This design comes from an exercise in tuning for small area and a short achievable clock period on the open sky130 flow, not from production work.
At most, simulation tests tie the RTL to the original design; equivalence was not proved.
For run 3, only the layout was checked, not whether the RTL still works.
No activity file was given, so power comes from the tool's default toggle rates.

## flow/design.v (module list and top-level ports; edited modules follow where they fit)
// module pda_booth_enc: 11 lines
// module pda_mul: 1482 lines
// module SenLUT: 97 lines
// module LUT: 22 lines
// module pda_cpu: 224 lines
module pda_cpu(input logic clk, reset,
		output logic [31:0] imem_addr,
		input  logic [31:0] imem_rdata,
		output logic [31:0] dmem_addr,
		output logic [31:0] dmem_wdata,
		output logic dmem_we,
		input  logic [31:0] dmem_rdata,
		output logic [8:0]  pix_x,
		output logic [7:0]  pix_y,
		output logic [31:0] pix_wdata,
		output logic pix_we,
		input  logic [31:0] pix_rdata);
  // ...
==> flow/flow/run.sh <==
#!/bin/bash
# Standard ORFS layout (the standard.sh, standard synthesis unchanged),
# with timing repair asked to leave 10 ns of setup slack at the 15 ns clock.
set -euo pipefail
bash standard.sh SETUP_SLACK_MARGIN=10 finish > orfs_flow.log 2>&1
==> flow/standard.sh <==
#!/bin/bash
# synth_recipe.tcl (not shown) runs the flow's synth.tcl, then flattens the netlist and writes it again
# the make line also repeats each setting of config.mk as NAME=value (left out here)
make -C /OpenROAD-flow-scripts/flow DESIGN_CONFIG=/design/flow/config.mk WORK_HOME=/design/flow/orfs CLKGATE_MAP_FILE= SYNTH_SCRIPT=/design/flow/synth_recipe.tcl "${@:-finish}"
==> flow/config.mk <==
export PLATFORM = sky130hd
export DESIGN_NAME = pda_cpu
export DESIGN_NICKNAME = pda_cpu
export VERILOG_FILES = /design/flow/design.v
export SDC_FILE = /design/flow/constraint.sdc
export NUM_CORES = 4
export LEC_CHECK = 0
export CAP_MARGIN = 20
export CORE_MARGIN = 2
export CORE_UTILIZATION = 40
export SLEW_MARGIN = 20
==> flow/constraint.sdc <==
create_clock -name core_clock -period 15.0 [get_ports {clk}]
set_input_delay 3.0000 -clock core_clock [delete_from_list [all_inputs] [get_ports {clk}]]
set_output_delay 3.0000 -clock core_clock [all_outputs]
set_load 0.01 [all_outputs]
==> flow_summary.toml, run 1 <==
[die]
design.die.area_um2 = 132000
die_y_um = 364

[layout]
clock_buffers = 109
layout.core_utilization = 0.492
area_share_clock_buf_inv = 0.0495
layout.buffer.nonclock.area_share = 0.0908
max_ffs_per_register = 416
biggestCellCategory = "multi-input combinational cells"
fill_cells = 11700

[critical_path]
reg2regPathDepth = 22
cp_num_cells = 22
critical_path.slowest_cell = "fa_1"
path_max_fanout = 5
worst_path_largest_cell_delay_ns = 0.55
crit_type = "reg2reg"

[logic_synthesis]
number_of_cells_produced_by_synthesis = 5307
synthArstFlopShare = 0
netlist-cell-type-count = 93
synth-seq-area-share = 0.396
synthAdderAreaFrac = 0.111
post-synth-top-count-cell = "a22oi_1"

[power_and_ir_drop]
clock_power_share = 0.171
cellInternalPower_mw = 7.48

[route]
vias = 48600
finalWirelength_mm = 243
drtIter0Drc = 8480

[run_status]
status = "no timing/DRC/antenna violations"

[timing]
setup-tns-final_ns = 0

[placement]
detailed_place.area_um2 = 56300

[clocking]
cts_hold_repair.buffers = 0

[global_routing]
grt_pass1_vias = 46300
==> inputs of run 2 (changes only) <==
==> flow/flow/run.sh (replaced) <==
#!/bin/bash
# Standard ORFS layout (the standard.sh, standard synthesis unchanged),
# with timing repair asked to leave 9.4 ns of setup slack at the 15 ns clock.
set -euo pipefail
bash standard.sh SETUP_SLACK_MARGIN=9.4 finish > orfs_flow.log 2>&1
--- a/flow/config.mk
+++ b/flow/config.mk
@@ -5,7 +5,8 @@
 export SDC_FILE = /design/flow/constraint.sdc
 export NUM_CORES = 4
 export LEC_CHECK = 0
-export CAP_MARGIN = 20
+export CAP_MARGIN = 10
 export CORE_MARGIN = 2
 export CORE_UTILIZATION = 40
-export SLEW_MARGIN = 20
+export CTS_BUF_LIST = sky130_fd_sc_hd__clkbuf_8
+export SLEW_MARGIN = 10
==> flow_summary.toml, run 2 <==
[layout]
regMostFlops = "rf"
mostFrequentLayoutCell = "a22oi_1"
final_area_um2 = 61800
fill_cells = 11800
final_cells = 7342
syn_to_final_growth_pct = 19.2
layout_cells_sized_above_1 = 0.139
layout.core_utilization = 0.479
mostFrequentLayoutCells = "a22oi_1 (452), edfxtp_1 (433), inv_1 (362), xnor2_1 (362), nand2_1 (339)"
design.final.nets = 5922
max_ffs_per_register = 416

[critical_path]
path_cells = "buf_4, bufbuf_16, a22oi_2, xnor2_1, fa_1, fa_1, fa_1, inv_1, fa_1, fa_1, ha_4, a21o_1, a21oi_4, o21a_1, inv_1, a31oi_4, xnor2_2, a221oi_2, a21oi_1"
crit_arrival_ns = 6.45
crit_type = "reg2reg"
launching_element_type_of_the_critical_path = "flip-flop"
path_max_fanout = 12
cp_common_cell = "fa_1"
endpoint_kind = "flip-flop"
worst_path_largest_cell_delay_ns = 0.61
critical_path.slowest_cell = "fa_1"
crit_required_ns = 15.67
timing.critical_path.buf_inv = 4
cp_delay_by_family_top = "adder cells"

[route]
metal3_wl_mm = 34.0
total_routed_wire_length_on_the_met1_layer_mm = 87.6
drcViolationCount = 0
ant_nets = 0
met2_length_mm = 102
finalWirelength_mm = 242
drtIter0Drc = 9236
route.detailed.wl_per_inst_um = 33.0
vias = 48500
highest-signal-layer = "met5"
via_density = 6.60
drt-pass1-iter-count = 10

[run_status]
status = "no timing/DRC/antenna violations"

[global_routing]
grt.overflow.total = 0
global_route_wire_length_before_repair_mm = 333
grt_pass1_vias = 45600
track_usage = 0.348
grt_start_max_net_pins = 69
grt_antenna_before_repair = 14

[clocking]
clkTransAtPathRegs_ns = 0.07
clock_tree_from_tritoncts = "yes"
cts_hold_repair.buffers = 0
cts-buffers-inserted = 141
clkLatencyLatePin_ns = 0.85
number_of_buffers_between_clock_root_and_the_deepest_sink = 3
ctsHtreeMaxLevel = 4
root_buffer = "clkbuf_8"
tritoncts_num_sinks = 810

[logic_synthesis]
post_synth_main_area_contributors = "edfxtp_1 (25%), dfxtp_1 (15%), fa_1 (7.3%), a22oi_1 (7.1%), xnor2_1 (6.4%)"
yosys_warnings = 5
synth-edff-count = 433
number_of_cells_produced_by_synthesis = 5307
synth_area_um2 = 51800
yosysTopAreaCell = "edfxtp_1"
synth.ff_latch_count = 810
syn-num-nets = 5750
synth_top_cells_by_count = "a22oi_1 (488), edfxtp_1 (433), xnor2_1 (381)"
synth_top_area_frac = 0.251
synth-seq-area-share = 0.396
post-synth-top-count-cell = "a22oi_1"
synthArstFlopShare = 0
netlist-cell-type-count = 93
synth_top_flop_cell = "edfxtp_1"
synth_area_per_cell_um2 = 9.77

[placement]
dp_slack_ns = 7.82
placement.io_buffers = 244
detailed_place_hpwl_mm = 157
numPlacedInstances = 6976
detailed_place.area_um2 = 55900
finalWeightedCongestion = 0.987

[power_and_ir_drop]
report.power.total_mw = 12.2
static_leakage_power_nw = 22.6
power.density_cell_area_nw_per_um2 = 197
ir_worst_vdd_uv = 596

[die]
dieWidth_um = 364
initial_standard_cell_utilization_of_the_core = 0.402
die_y_um = 364
design.die.area_um2 = 132000
floorplan.io_pins = 245
coreArea_um2 = 129000
total_number_of_placement_rows = 132

[timing]
crit_share_post_route = 0.385
setup-tns-final_ns = 0
finalWorstPathRequiredPeriod_ns = 5.78
timing_hold_violations_final = 0
relSlewSlack = 0.111
unrepaired_setup_endpoints_after_global_routing = "true"
setup_ws_ns = 9.22
highest_clock_rate_mhz = 173
worst_pin_slew_ns = 1.32
setup-violations-final = 0
timing.final.max_slew_violations = 0
worst_hold_slack_ns = 0.325
finalClockSkew_ns = 0.0577

[worst_hold_path]
hold_class = "reg2reg"

[job]
max-cap-violations = 0
run 2: cell counts after synthesis:
Identical to the previous run, type by type.
run 2: path summary, 6_finish.rpt:
kind | start | end | slack (ns) | cells past startpoint
max | bOneE[4] | aluResultM[27] | 9.22 | 19
min | wdE[14] | wdM[14] | 0.33 | 0
max reg2reg | bOneE[4] | aluResultM[27] | 9.22 | 19
min reg2reg | wdE[14] | wdM[14] | 0.33 | 0
run 2: final cells by class:
cell class	instances	area, um2	area share
multi-input cells	3665	29200	0.473
flip-flops and latches	810	20700	0.335
diodes	10	25.0	0.000405
clock inverters	96	726	0.0117
clock buffers	158	2170	0.0352
repair buffers	513	5440	0.0880
well taps	1742	2180	0.0353
inverters	348	1360	0.0221
run 2: power by group:
part           switching (mW)  internal [mW]
clock                   0.983           1.11
sequential              0.127           2.39
combinational            4.44           3.11
total                    5.55           6.61
run 2: cells by family after synthesis:
group | Yosys count | share of synthesized area
adders and majority gates | 345 | 0.111
buffers and inverters | 836 | 0.0641
muxes | 105 | 0.0205
xor gates and xnor gates | 449 | 0.0759
DFF | 810 | 0.396
AOI/OAI and AO/OA | 1590 | 0.223
and+or+nand+nor | 1172 | 0.110
run 2: worst register-to-register path, stage by stage (launching register included):
cell and delay (ns):
dfxtp_4 0.37, buf_4 0.15, bufbuf_16 0.29, a22oi_2 0.17
xnor2_1 0.11, fa_1 0.47, fa_1 0.48, fa_1 0.51
inv_1 0.06, fa_1 0.51, fa_1 0.61, ha_4 0.25
a21o_1 0.21, a21oi_4 0.24, o21a_1 0.25, inv_1 0.11
a31oi_4 0.20, xnor2_2 0.12, a221oi_2 0.39, a21oi_1 0.12
run 2: routing by layer:
| metal | vias up | GRT usage |
|---|---|---|
| li1 | 20000 | - |
| met1 | 23400 | 0.441 |
| met2 | 4088 | 0.519 |
| met3 | 1011 | 0.107 |
| met4 | 8 | 0.209 |
| met5 | - | 0.000726 |
run 2: timing repair:
item	in CTS	in global routing
buffers inserted	40	37
pin swaps	44	86
gates resized for setup	238	178
endpoints found under the setup margin	118	78
gates cloned	10	15
==> module pda_cpu, before the edit <==
module pda_cpu(input logic clk, reset,
		output logic [31:0] imem_addr,
		input  logic [31:0] imem_rdata,
		output logic [31:0] dmem_addr,
		output logic [31:0] dmem_wdata,
		output logic dmem_we,
		input  logic [31:0] dmem_rdata,
		output logic [8:0]  pix_x,
		output logic [7:0]  pix_y,
		output logic [31:0] pix_wdata,
		output logic pix_we,
		input  logic [31:0] pix_rdata);
	logic [31:0] pcF, sumE;
	logic takenE;
	always_ff @(posedge clk)
		if (reset)       pcF <= 32'b0;
		else if (takenE) pcF <= sumE;
		else             pcF <= pcF + 32'd1;
	assign imem_addr = pcF;
	logic [31:0] instD;
	logic validD;
	always_ff @(posedge clk) begin
		instD  <= imem_rdata;
		validD <= ~(reset | takenE);
	end
	logic [1:0] op;
	logic [4:0] cmd;
	logic immI;
	logic [3:0] RdD, RnD, RsD, A1, A2;
	logic [2:0] condD;
	assign op    = validD ? instD[28:27] : 2'b00;
	assign cmd   = validD ? instD[25:21] : 5'b0;
	assign RnD   = validD ? instD[16:13] : 4'd0;
	assign immI  = instD[26];
	assign RdD   = instD[20:17];
	assign RsD   = instD[3:0];
	assign condD = instD[31:29];
	logic regWriteD, memWriteD, memPixWriteD, flagWriteD, branchD, aluSrcD, regSrcA2;
	logic trigD;
	logic [1:0] memToRegD;
	logic sPassD, sSumD, sAndD, sOrD, sXorD, sMulD, sLsrD;
	logic subD, shiftD;
	always_comb begin
		regWriteD = 1'b0; memWriteD = 1'b0; memPixWriteD = 1'b0; flagWriteD = 1'b0;
		branchD = 1'b0; aluSrcD = immI; regSrcA2 = 1'b0; trigD = 1'b0; memToRegD = 2'b00;
		sPassD = 1'b0; sSumD = 1'b0; sAndD = 1'b0; sOrD = 1'b0; sXorD = 1'b0;
		sMulD = 1'b0; sLsrD = 1'b0; subD = 1'b0; shiftD = 1'b0;
		if (op == 2'b00) begin
			case (cmd)
				5'd1:  begin regWriteD = 1'b1; memToRegD = 2'b01; sAndD = 1'b1; end
				5'd2:  begin regWriteD = 1'b1; memToRegD = 2'b01; sXorD = 1'b1; end
				5'd3:  begin regWriteD = 1'b1; memToRegD = 2'b01; sSumD = 1'b1; subD = 1'b1; end
				5'd4:  begin regWriteD = 1'b1; memToRegD = 2'b01; sSumD = 1'b1; end
				5'd5:  begin flagWriteD = 1'b1; sSumD = 1'b1; subD = 1'b1; end
				5'd6:  begin regWriteD = 1'b1; memToRegD = 2'b01; sOrD = 1'b1; end
				5'd7:  begin regWriteD = 1'b1; memToRegD = 2'b01; sPassD = 1'b1; end
				5'd8:  begin regWriteD = 1'b1; memToRegD = 2'b01; sMulD = 1'b1; shiftD = 1'b1; end
				5'd9:  begin regWriteD = 1'b1; memToRegD = 2'b01; sLsrD = 1'b1; shiftD = 1'b1; end
				5'd10: begin regWriteD = 1'b1; memToRegD = 2'b01; sMulD = 1'b1; end
				5'd11: begin regWriteD = 1'b1; memToRegD = 2'b11; sPassD = 1'b1; end
				5'd12: begin regWriteD = 1'b1; memToRegD = 2'b11; sPassD = 1'b1; trigD = 1'b1; end
				default: sPassD = 1'b1;
			endcase
		end else if (op == 2'b01) begin
			case (cmd[4:3])
				2'b00: begin regWriteD = 1'b1; sSumD = 1'b1; end                        
				2'b01: begin regSrcA2 = 1'b1; memWriteD = 1'b1; sSumD = 1'b1; end       
				2'b10: begin regWriteD = 1'b1; memToRegD = 2'b10; sPassD = 1'b1; end    
				default: begin regSrcA2 = 1'b1; memPixWriteD = 1'b1; sPassD = 1'b1; end  
			endcase
		end else begin                                                               
			branchD = 1'b1; aluSrcD = 1'b1; sSumD = 1'b1;
		end
	end
	assign A1 = op[1] ? 4'd15 : RnD;
	assign A2 = regSrcA2 ? RdD : RsD;
	logic [8:0]  rf0;
	logic [7:0]  rf1;
	logic [31:0] rf [2:14];
	logic [14:0] rfValid;
	logic regWriteW;
	logic [3:0] RdW;
	logic [31:0] wbW;         
	always_ff @(posedge clk) begin
		if (reset) rfValid <= 15'b0;
		else if (regWriteW && RdW != 4'd15) rfValid[RdW] <= 1'b1;
	end
	always_ff @(posedge clk) begin
		if (regWriteW && RdW == 4'd0) rf0 <= wbW[8:0];
		if (regWriteW && RdW == 4'd1) rf1 <= wbW[7:0];
	end
	genvar gi;
	generate for (gi = 2; gi < 15; gi = gi + 1) begin : rfw
		always_ff @(posedge clk)
			if (regWriteW && RdW == gi) rf[gi] <= wbW;
	end endgenerate
	logic [31:0] rfQ [0:14];
	assign rfQ[0] = {23'b0, rf0};
	assign rfQ[1] = {24'b0, rf1};
	generate for (gi = 2; gi < 15; gi = gi + 1) begin : rfq
		assign rfQ[gi] = rf[gi];
	end endgenerate
	logic fwd1, fwd2;
	logic [15:0] sel1, sel2;
	assign fwd1 = regWriteW && RdW == A1;
	assign fwd2 = regWriteW && RdW == A2;
	always_comb
		for (int k = 0; k < 16; k++) begin
			sel1[k] = ~fwd1 && A1 == k && (k == 15 || rfValid[k % 15]);
			sel2[k] = ~fwd2 && A2 == k && (k == 15 || rfValid[k % 15]);
		end
	logic [31:0] RD1D, RD2D;
	logic [8:0] R0D;
	logic [7:0] R1D;
	always_comb begin
		RD1D = ({32{fwd1}} & wbW) | ({32{sel1[15]}} & pcF);
		RD2D = ({32{fwd2}} & wbW) | ({32{sel2[15]}} & pcF);
		for (int k = 0; k < 15; k++) begin
			RD1D = RD1D | ({32{sel1[k]}} & rfQ[k]);
			RD2D = RD2D | ({32{sel2[k]}} & rfQ[k]);
		end
	end
	assign R0D  = (regWriteW && RdW == 4'd0) ? wbW[8:0] : (rfValid[0] ? rf0 : 9'b0);
	assign R1D  = (regWriteW && RdW == 4'd1) ? wbW[7:0] : (rfValid[1] ? rf1 : 8'b0);
	logic [31:0] immD, src2D, aD, bD;
	assign immD  = op[1] ? {{6{instD[25]}}, instD[25:0]} : {{19{instD[12]}}, instD[12:0]};
	assign src2D = aluSrcD ? immD : RD2D;
	function automatic logic [31:0] rev32(input logic [31:0] x);
		for (int k = 0; k < 32; k++) rev32[k] = x[31-k];
	endfunction
	logic [31:0] shOneHot;
	assign shOneHot = (|src2D[31:5]) ? 32'b0 : (32'b1 << src2D[4:0]);
	assign aD = sLsrD ? rev32(RD1D) : RD1D;
	assign bD = shiftD ? shOneHot : (subD ? ~src2D : src2D);
	logic regWriteE, memWriteE, memPixWriteE, flagWriteE, branchE, validE;
	logic sPassE, sSumE, sAndE, sOrE, sXorE, sMulE, sLsrE, subE, trigE;
	logic [1:0] memToRegE;
	logic [3:0] RdE;
	logic [2:0] condE;
	logic [31:0] aE, bE, wdE;
	logic [15:0] bOneE, bTwoE, bNegE;
	logic [15:0] bOneD, bTwoD, bNegD;
	pda_booth_enc benc (bD, bOneD, bTwoD, bNegD);
	logic [8:0] R0E;
	logic [7:0] R1E;
	always_ff @(posedge clk) begin
		if (reset | takenE) begin
			regWriteE <= 1'b0; memWriteE <= 1'b0; memPixWriteE <= 1'b0; flagWriteE <= 1'b0;
			branchE <= 1'b0; validE <= 1'b0;
			sPassE <= 1'b0; sSumE <= 1'b0; sAndE <= 1'b0; sOrE <= 1'b0; sXorE <= 1'b0;
			sMulE <= 1'b0; sLsrE <= 1'b0;
		end else begin
			regWriteE <= regWriteD; memWriteE <= memWriteD; memPixWriteE <= memPixWriteD;
			flagWriteE <= flagWriteD; branchE <= branchD; validE <= 1'b1;
			sPassE <= sPassD; sSumE <= sSumD; sAndE <= sAndD; sOrE <= sOrD; sXorE <= sXorD;
			sMulE <= sMulD; sLsrE <= sLsrD;
		end
		subE <= subD; trigE <= trigD; memToRegE <= memToRegD; RdE <= RdD; condE <= condD;
		aE <= aD; bE <= bD; bOneE <= bOneD; bTwoE <= bTwoD; bNegE <= bNegD; wdE <= RD2D; R0E <= R0D; R1E <= R1D;
	end
	logic [32:0] sumFull;
	logic [31:0] prodE, resultE;
	assign sumFull = {1'b0, aE} + {1'b0, bE} + {32'b0, subE};
	assign sumE = sumFull[31:0];
	pda_mul mul (aE, bOneE, bTwoE, bNegE, prodE);
	assign resultE = ({32{sPassE}} & aE) | ({32{sSumE}} & sumE) | ({32{sAndE}} & (aE & bE)) |
					 ({32{sOrE}} & (aE | bE)) | ({32{sXorE}} & (aE ^ bE)) |
					 ({32{sMulE}} & prodE) | ({32{sLsrE}} & rev32(prodE));
	logic flagN, flagZ, condOut;
	always_ff @(posedge clk)
		if (reset) begin flagN <= 1'b0; flagZ <= 1'b0; end
		else if (flagWriteE) begin flagN <= ~sumFull[32]; flagZ <= &(aE ^ bE); end
	always_comb
		case (condE)
			3'd1, 3'd2: condOut = flagZ;
			3'd3: condOut = ~flagN;
			3'd4: condOut = flagN;
			3'd5: condOut = ~flagZ & ~flagN;
			3'd6: condOut = flagZ & flagN;
			default: condOut = 1'b1;
		endcase
	assign takenE = condOut & branchE;
	logic regWriteM, memWriteM, memPixWriteM, trigM;
	logic [1:0] memToRegM;
	logic [3:0] RdM;
	logic [31:0] aluResultM, wdM;
	logic [8:0] AxM;
	logic [7:0] AyM;
	always_ff @(posedge clk) begin
		if (reset) begin
			regWriteM <= 1'b0; memWriteM <= 1'b0; memPixWriteM <= 1'b0; aluResultM <= 32'b0;
		end else begin
			regWriteM <= condOut & regWriteE; memWriteM <= condOut & memWriteE;
			memPixWriteM <= condOut & memPixWriteE; aluResultM <= resultE;
		end
		if (reset | ~validE) begin AxM <= 9'b0; AyM <= 8'b0; end
		else begin AxM <= R0E; AyM <= R1E; end
		trigM <= trigE; memToRegM <= memToRegE; RdM <= RdE; wdM <= wdE;
	end
	assign dmem_addr  = aluResultM;
	assign dmem_wdata = wdM;
	assign dmem_we    = memWriteM;
	assign pix_x      = AxM;
	assign pix_y      = AyM;
	assign pix_wdata  = wdM;
	assign pix_we     = memPixWriteM;
	logic [31:0] trigResultM, wbM, wbMaskedM;
	LUT lut (trigM, aluResultM, trigResultM);
	always_comb
		case (memToRegM)
			2'b00: wbM = dmem_rdata;
			2'b01: wbM = aluResultM;
			2'b10: wbM = pix_rdata;
			default: wbM = trigResultM;
		endcase
	assign wbMaskedM = (RdM == 4'd0) ? {23'b0, wbM[8:0]} :
					   (RdM == 4'd1) ? {24'b0, wbM[7:0]} : wbM;
	always_ff @(posedge clk) begin
		if (reset) regWriteW <= 1'b0;
		else       regWriteW <= regWriteM;
		RdW <= RdM;
		wbW <= wbMaskedM;
	end
endmodule
==> inputs of run 3 (changes only) <==
--- a/flow/design.v
+++ b/flow/design.v
@@ -1775,9 +1775,12 @@
 	assign sumFull = {1'b0, aE} + {1'b0, bE} + {32'b0, subE};
 	assign sumE = sumFull[31:0];
 	pda_mul mul (aE, bOneE, bTwoE, bNegE, prodE);
-	assign resultE = ({32{sPassE}} & aE) | ({32{sSumE}} & sumE) | ({32{sAndE}} & (aE & bE)) |
-					 ({32{sOrE}} & (aE | bE)) | ({32{sXorE}} & (aE ^ bE)) |
-					 ({32{sMulE}} & prodE) | ({32{sLsrE}} & rev32(prodE));
+	logic kPass, kSum, kAnd, kOr, kXor, kMul, kLsr;
+	assign {kPass, kSum, kAnd, kOr, kXor, kMul, kLsr} =
+		{sPassE, sSumE, sAndE, sOrE, sXorE, sMulE, sLsrE} & {7{~reset}};
+	assign resultE = ({32{kPass}} & aE) | ({32{kSum}} & sumE) | ({32{kAnd}} & (aE & bE)) |
+					 ({32{kOr}} & (aE | bE)) | ({32{kXor}} & (aE ^ bE)) |
+					 ({32{kMul}} & prodE) | ({32{kLsr}} & rev32(prodE));
 	logic flagN, flagZ, condOut;
 	always_ff @(posedge clk)
 		if (reset) begin flagN <= 1'b0; flagZ <= 1'b0; end
@@ -1800,11 +1803,12 @@
 	logic [7:0] AyM;
 	always_ff @(posedge clk) begin
 		if (reset) begin
-			regWriteM <= 1'b0; memWriteM <= 1'b0; memPixWriteM <= 1'b0; aluResultM <= 32'b0;
+			regWriteM <= 1'b0; memWriteM <= 1'b0; memPixWriteM <= 1'b0;
 		end else begin
 			regWriteM <= condOut & regWriteE; memWriteM <= condOut & memWriteE;
-			memPixWriteM <= condOut & memPixWriteE; aluResultM <= resultE;
+			memPixWriteM <= condOut & memPixWriteE;
 		end
+		aluResultM <= resultE;
 		if (reset | ~validE) begin AxM <= 9'b0; AyM <= 8'b0; end
 		else begin AxM <= R0E; AyM <= R1E; end
 		trigM <= trigE; memToRegM <= memToRegE; RdM <= RdE; wdM <= wdE;
--- a/flow/config.mk
+++ b/flow/config.mk
@@ -7,6 +7,6 @@
 export LEC_CHECK = 0
 export CAP_MARGIN = 10
 export CORE_MARGIN = 2
-export CORE_UTILIZATION = 40
+export CORE_UTILIZATION = 55
 export CTS_BUF_LIST = sky130_fd_sc_hd__clkbuf_8
 export SLEW_MARGIN = 10
==> flow_summary.toml, run 3 <==
[run_status]
status = "no timing/DRC/antenna violations"

[die]
floorplan.io_pins = 245
design.die.area_um2 = 96300
die_y_um = 310
coreArea_um2 = 93200
dieWidth_um = 310
total_number_of_placement_rows = 112
initial_standard_cell_utilization_of_the_core = 0.554

[logic_synthesis]
synthArstFlopShare = 0
yosysTopAreaCell = "edfxtp_1"
synth_top_area_frac = 0.252
post-synth-top-count-cell = "a22oi_1"
number_of_cells_produced_by_synthesis = 5312
synth-edff-count = 433
synth_area_per_cell_um2 = 9.72
synth_top_flop_cell = "edfxtp_1"
synth-seq-area-share = 0.398
post_synth_main_area_contributors = "edfxtp_1 (25%), dfxtp_1 (15%), fa_1 (7.3%), a22oi_1 (7.0%), xnor2_1 (6.4%)"
synth.ff_latch_count = 810
yosys_warnings = 5
syn-num-nets = 5755
synth_top_cells_by_count = "a22oi_1 (482), edfxtp_1 (433), dfxtp_1 (377), xnor2_1 (377)"
netlist-cell-type-count = 92
synth_area_um2 = 51600

[timing]
timing_hold_violations_final = 0
timing.final.max_slew_violations = 0
finalClockSkew_ns = 0.0592
finalWorstPathRequiredPeriod_ns = 5.95
setup-tns-final_ns = 0
highest_clock_rate_mhz = 168
unrepaired_setup_endpoints_after_global_routing = "true"
setup-violations-final = 0
worst_pin_slew_ns = 1.31
crit_share_post_route = 0.396
relSlewSlack = 0.125

[critical_path]
endpoint_kind = "flip-flop"
critical_path.slowest_cell = "dfxtp_1"
launching_element_type_of_the_critical_path = "flip-flop"
crit_required_ns = 15.64
timing.critical_path.buf_inv = 3
path_cells = "inv_2, xnor2_1, fa_1, fa_2, fa_1, inv_1, fa_1, fa_2, ha_4, nand4_1, inv_2, and3_4, a311o_1, a21o_1, a21o_1, a21oi_2, xnor2_2, o211ai_1"
worst_path_largest_cell_delay_ns = 0.82
crit_arrival_ns = 6.59
crit_type = "reg2reg"
cp_common_cell = "fa_1"
path_max_fanout = 7
cp_delay_by_family_top = "adder cells"

[global_routing]
grt.overflow.total = 0
grt_pass1_vias = 46100
global_route_wire_length_before_repair_mm = 332
grt_use_met1 = 0.592
grt_use_met2 = 0.679
grt_most_used_layer = "met2"
grt_start_max_net_pins = 89
track_usage = 0.485
grtUsageMet3 = 0.189
grt_antenna_before_repair = 18

[layout]
max_ffs_per_register = 416
mostFrequentLayoutCells = "a22oi_1 (445), edfxtp_1 (433), nand2_1 (361), xnor2_1 (353), inv_1 (345)"
design.final.nets = 5896
mostFrequentLayoutCell = "a22oi_1"
syn_to_final_growth_pct = 17.4
regMostFlops = "rf"
fill_cells = 7534
layout_cells_sized_above_1 = 0.140

[clocking]
cts_hold_repair.buffers = 0
tritoncts_num_sinks = 810
cts-buffers-inserted = 135
clkLatencyLatePin_ns = 0.87
ctsHtreeMaxLevel = 4
number_of_buffers_between_clock_root_and_the_deepest_sink = 3
clkTransAtPathRegs_ns = 0.06
clock_tree_from_tritoncts = "yes"
root_buffer = "clkbuf_8"

[route]
vias = 49100
finalWirelength_mm = 239
drtIter0Drc = 9610
drcViolationCount = 0
route.detailed.wl_per_inst_um = 35.0
ant_nets = 0
via_density = 7.18
drt-pass1-iter-count = 13

[placement]
detailed_place_hpwl_mm = 153
finalWeightedCongestion = 1.10
placement.io_buffers = 244

[power_and_ir_drop]
power.density_cell_area_nw_per_um2 = 189
report.power.total_mw = 11.5
ir_worst_vdd_uv = 534
static_leakage_power_nw = 22.2

[worst_hold_path]
hold_class = "reg2reg"

[job]
max-cap-violations = 0
[run 3: cell types whose count changed after synthesis, sizes merged, moves of 16 or more]
cell,before,now
o21ai,182,217
buf,143,109
a22o,80,54
nand2,340,364
clkbuf,345,365
a41oi,24,6
and2,41,59
o311a,20,2
nor2,312,296
[run 3: what timing repair did]
item / CTS / global route
setup buffers: 51 / 16
endpoints found under the setup margin: 123 / 112
pin swaps: 63 / 67
resized for setup: 259 / 148
cloned: 15 / 3
[run 3: cells by family (layout without fill, tap and decap cells)]
| logic type | after synthesis | in the layout | synth area share |
|---|---|---|---|
| AND/OR/NAND/NOR | 1209 | 1210 | 0.113 |
| buffers and inverters | 821 | 1073 | 0.0631 |
| AO/OA/AOI/OAI | 1564 | 1565 | 0.216 |
| other | 0 | 10 | 0 |
| adder cells (fa/ha/maj) | 345 | 345 | 0.111 |
| multiplexers | 116 | 116 | 0.0230 |
| XOR/XNOR | 447 | 447 | 0.0758 |
| flip-flops | 810 | 810 | 0.398 |
[run 3: metal layers]
layer  vias to the layer above  wire [um]
met4                        18      23500
met2                      4711      96700
met1                     23200      81200
li1                      19800          -
met5                         -        167
met3                      1350      37500
[run 3: cell type report]
type | instances | area (um2) | area share
Clock inverter | 99 | 805 | 0.0133
Inverter | 347 | 1360 | 0.0225
Timing Repair Buffer | 476 | 5010 | 0.0826
Clock buffer | 151 | 2080 | 0.0343
Sequential cell | 810 | 20700 | 0.341
Tap cell | 1254 | 1570 | 0.0259
Antenna cell | 10 | 25.0 | 0.000413
Multi-Input combinational cell | 3683 | 29100 | 0.480
[run 3: power breakdown]
group          switching [mW]  leakage [nW]  internal [mW]  total (mW)
combinational            3.98          13.6           2.85        6.83
sequential              0.147          7.02           2.40        2.54
clock                   0.974          1.61           1.12        2.09
total                    5.10          22.2           6.37        11.5
[run 3: final timing paths]
kind                            depth (start not counted)       endpoint  slack, ns       from
worst max-delay path                                   18  aluResultM[0]       9.05  bNegE[11]
worst min-delay path                                    0         RdM[0]       0.33     RdE[0]
worst max register to register                         18  aluResultM[0]       9.05  bNegE[11]
worst min register to register                          0         RdM[0]       0.33     RdE[0]
[run 3: through the flow]
| stage | instances | hold WS, ns | setup WS [ns] | util | area (um2) |
|---|---|---|---|---|---|
| CTS | 6801 | 0.326 | 9.08 | 0.642 | 59900 |
| floorplan | 5312 | 0.310 | 9.41 | - | 52000 |
| global placement | 6485 | 0.311 | 7.95 | 0.592 | 55200 |
| global route | 6823 | 0.330 | 8.95 | 0.650 | 60600 |
| finish | 6830 | 0.326 | 9.05 | 0.650 | 60600 |
| detailed placement | 6485 | 0.312 | 7.77 | 0.592 | 55200 |

## re-timing with driven ports
How much do the figures lean on ideal ports? The routed layouts below were timed once more, with nothing changed but the port constraints.
Step 1 sets driving cells, clkbuf_16 on the clock port and buf_2 on the other inputs (assumed; they add their load-dependent delay and slew).
Step 2 also shifts input and output timing later by t, the mid clock arrival at the registers, as if the neighbouring blocks saw the same clock.
Slacks: ideal ports / drivers / drivers and shift; pairs: ideal ports / drivers.
run | t (ns) | slack for setup (ns) | latest minus earliest clock arrival (ns) | worst slew at a driven data input, ns | pins driven straight from the clock port
run 1 | 0.756 | 9.421 / 9.421 / 9.421 | 0.062 / 0.063 | 0.06 | 1
run 2 | 0.899 | 9.223 / 9.223 / 9.223 | 0.058 / 0.058 | 0.09 | 1
run 3 | 0.912 | 9.055 / 9.055 / 9.055 | 0.060 / 0.060 | 0.12 | 1
After both steps setup and hold are still met in every run listed.
